From an optimization exercise on the open Yosys and OpenROAD flow, aimed at small area, a short achievable clock period and few clock cycles per item; shortcuts taken in it are not production practice. RTL that was checked went through simulation tests only; none was proved equivalent to the original. No activity file was given, so power comes from the tool's default toggle rates.

## 12-26
## k_nn
module k_nn #(
    parameter NUMBER_ELEMENTS = 6,
    parameter DATA_WIDTH = 32,
    parameter CLASS_WIDTH = 8
)(
    input  wire                     clk,
    input  wire                     rst,  
    output reg                      m_axis_tvalid,
    input  wire                     m_axis_tready,
    output wire [DATA_WIDTH-1:0]    m_axis_tdata,
    output reg                      m_axis_tlast,
    input  wire                     s_axis_tvalid,
    output wire                     s_axis_tready,
    input  wire [DATA_WIDTH-1:0]    s_axis_tdata,
    input  wire                     s_axis_tlast,
    output wire [DATA_WIDTH-1:0]    distance_result
);
    reg         sk_v;
    wire        en = !sk_v;
    wire        p_v;
    wire [16:0] p_d;
    reg  [5:0]  ko;           
    reg  [16:0] m_d, sk_d;
    reg         sk_l;
    wire        take     = en && p_v;
    wire        out_free = !m_axis_tvalid || m_axis_tready;
    wire        sk_v_n   = out_free ? 1'b0 : (sk_v || take);
    always @(posedge clk) begin
        if (!rst) begin
            m_axis_tvalid <= 1'b0;
  ...
==> module knn_sqrt_pipeline, before the edit <==
module knn_sqrt_pipeline #(
    parameter [16:0] CUT = 17'b11111111111111101
)(
    input  wire        clk,
    input  wire        rst,       
    input  wire        en,        
    input  wire        vin,
    input  wire [32:0] data_in,
    output wire        vout,
    output wire [16:0] data_out
);
    wire [35:0] rem_w [0:17];
    wire [35:0] quo_w [0:17];
    wire [35:0] rad_w [0:17];
    wire        v_w   [0:17];
    assign rem_w[0] = 36'd0;
    assign quo_w[0] = 36'd0;
    assign rad_w[0] = {3'b000, data_in};
    assign v_w[0]   = vin;
    genvar j;
    generate
        for (j = 0; j < 17; j = j + 1) begin : step
            wire [j+2:0] r2 = {rem_w[j][j:0], rad_w[j][33-2*j:32-2*j]};
            wire [j+2:0] d  = {quo_w[j][j:0], 2'b01};
            wire [j+3:0] t  = {1'b0, r2} - {1'b0, d};
            wire         ok = !t[j+3];
            wire [j+1:0] rn = ok ? t[j+1:0] : r2[j+1:0];
            wire [j:0]   qn = {quo_w[j][j:0], ok};
            if (CUT[j]) begin : reg_s
                reg [j+1:0]      rr;
                reg [j:0]        qr;
                reg [35:0]       sr;
                reg              vr;
                always @(posedge clk) begin
                    if (!rst) vr <= 1'b0;
                    else if (en) vr <= v_w[j];
                end
                always @(posedge clk) begin
                    if (en) begin
                        rr <= rn;
                        qr <= qn;
                        sr <= rad_w[j];
                    end
                end
                assign rem_w[j+1] = rr;
                assign quo_w[j+1] = qr;
                assign rad_w[j+1] = sr;
                assign v_w[j+1]   = vr;
            end else begin : wire_s
                assign rem_w[j+1] = rn;
                assign quo_w[j+1] = qn;
                assign rad_w[j+1] = rad_w[j];
                assign v_w[j+1]   = v_w[j];
            end
        end
    endgenerate
    assign data_out = quo_w[17][16:0];
    assign vout     = v_w[17];
endmodule
Settings: LEC_CHECK=0, ABC_CLOCK_PERIOD_IN_PS=1900, CAP_MARGIN=20, CORE_MARGIN=2, CORE_UTILIZATION=40, SLEW_MARGIN=20; clock period 9.0 ns.
standard.sh (not shown) runs the stock make flow with config.mk's settings and CLKGATE_MAP_FILE= SYNTH_SCRIPT=/design/flow/synth_recipe.tcl, a recipe that flattens the netlist after the stock synthesis.
==> flow/flow/run.sh <==
#!/bin/bash
# Standard ORFS layout (the standard.sh, unchanged synthesis), with the
# resizer's setup repair aimed below the 9 ns clock: repair_timing keeps
# working until setup slack reaches SETUP_SLACK_MARGIN.
set -euo pipefail
bash standard.sh SETUP_SLACK_MARGIN=${MARGIN:-6.2} finish > standard.log 2>&1
12-26 completed end to end with timing, DRC and antenna clean.
Input-level comparison between 10-08 and 12-26:
--- a/flow/design.v
+++ b/flow/design.v
@@ -1,8 +1,8 @@
 module knn_sqrt_pipeline #(
-    parameter [16:0] CUT = 17'b11111111111111101
+    parameter [16:0] CUT = 17'b11111111111110101
 )(
     input  wire        clk,
     input  wire        rst,       
     input  wire        en,        
     input  wire        vin,
     input  wire [32:0] data_in,
- 10-08 vs. 12-26: die width shrank by 1.0%; count of flip-flops with a built-in enable after synthesis shrank by 35; setup slack grew by 0.16 ns; fmax grew by about 5%.
- Summary of the comparison: reg2reg setup slack is higher in 10-08, relative to 12-26.
- Delay of the slowest cell on the worst path delta for 10-08 relative to 12-26: 0.18 ns lower
- 10-08 ended with less number of cells produced by synthesis than 12-26.
- Re core utilization: 12-26 was lower than 10-08.
- [compare] base=12-26 new=10-08: total wirelength of the detailed-routed design climbed about 1.9%; wire length on met3 climbed 18%; number of sinks on the clock net dropped 36; power of the sequential group dropped about 3%.
- Compared with 12-26, 10-08 shows a higher count of nets after finishing.
Testbench counts of 10-08, summed over its fixed seeds: cycles 7,840, queries 1,280.
Function not checked in 12-26: the RTL went through the layout flow alone.

-- re-timing with driven ports --
How much do the figures lean on ideal ports? The routed layouts below were timed once more, with nothing changed but the port constraints. Step 1: set_driving_cell puts a clkbuf_16 on clk and a buf_2 on each other input, an assumption about the parent block. Step 2, shift: input delay + t, output delay - t, t = (earliest + latest rising clock arrival at the registers) / 2. This alone moves slack from input paths to output paths. a / b / c = no drivers / after step 1 / after step 2; a / b = the first two.
run	shift t [ns]	slack for setup (ns)	latest minus earliest clock arrival (ns)
12-26	0.721	5.727 / 5.727 / 5.622	0.044 / 0.044
10-08	0.727	5.886 / 5.880 / 5.642	0.089 / 0.090
After both steps every run listed still meets setup and hold. The setup slack of 10-08, which loses most, moves by -0.006 ns with the drivers and by -0.244 ns with both steps.
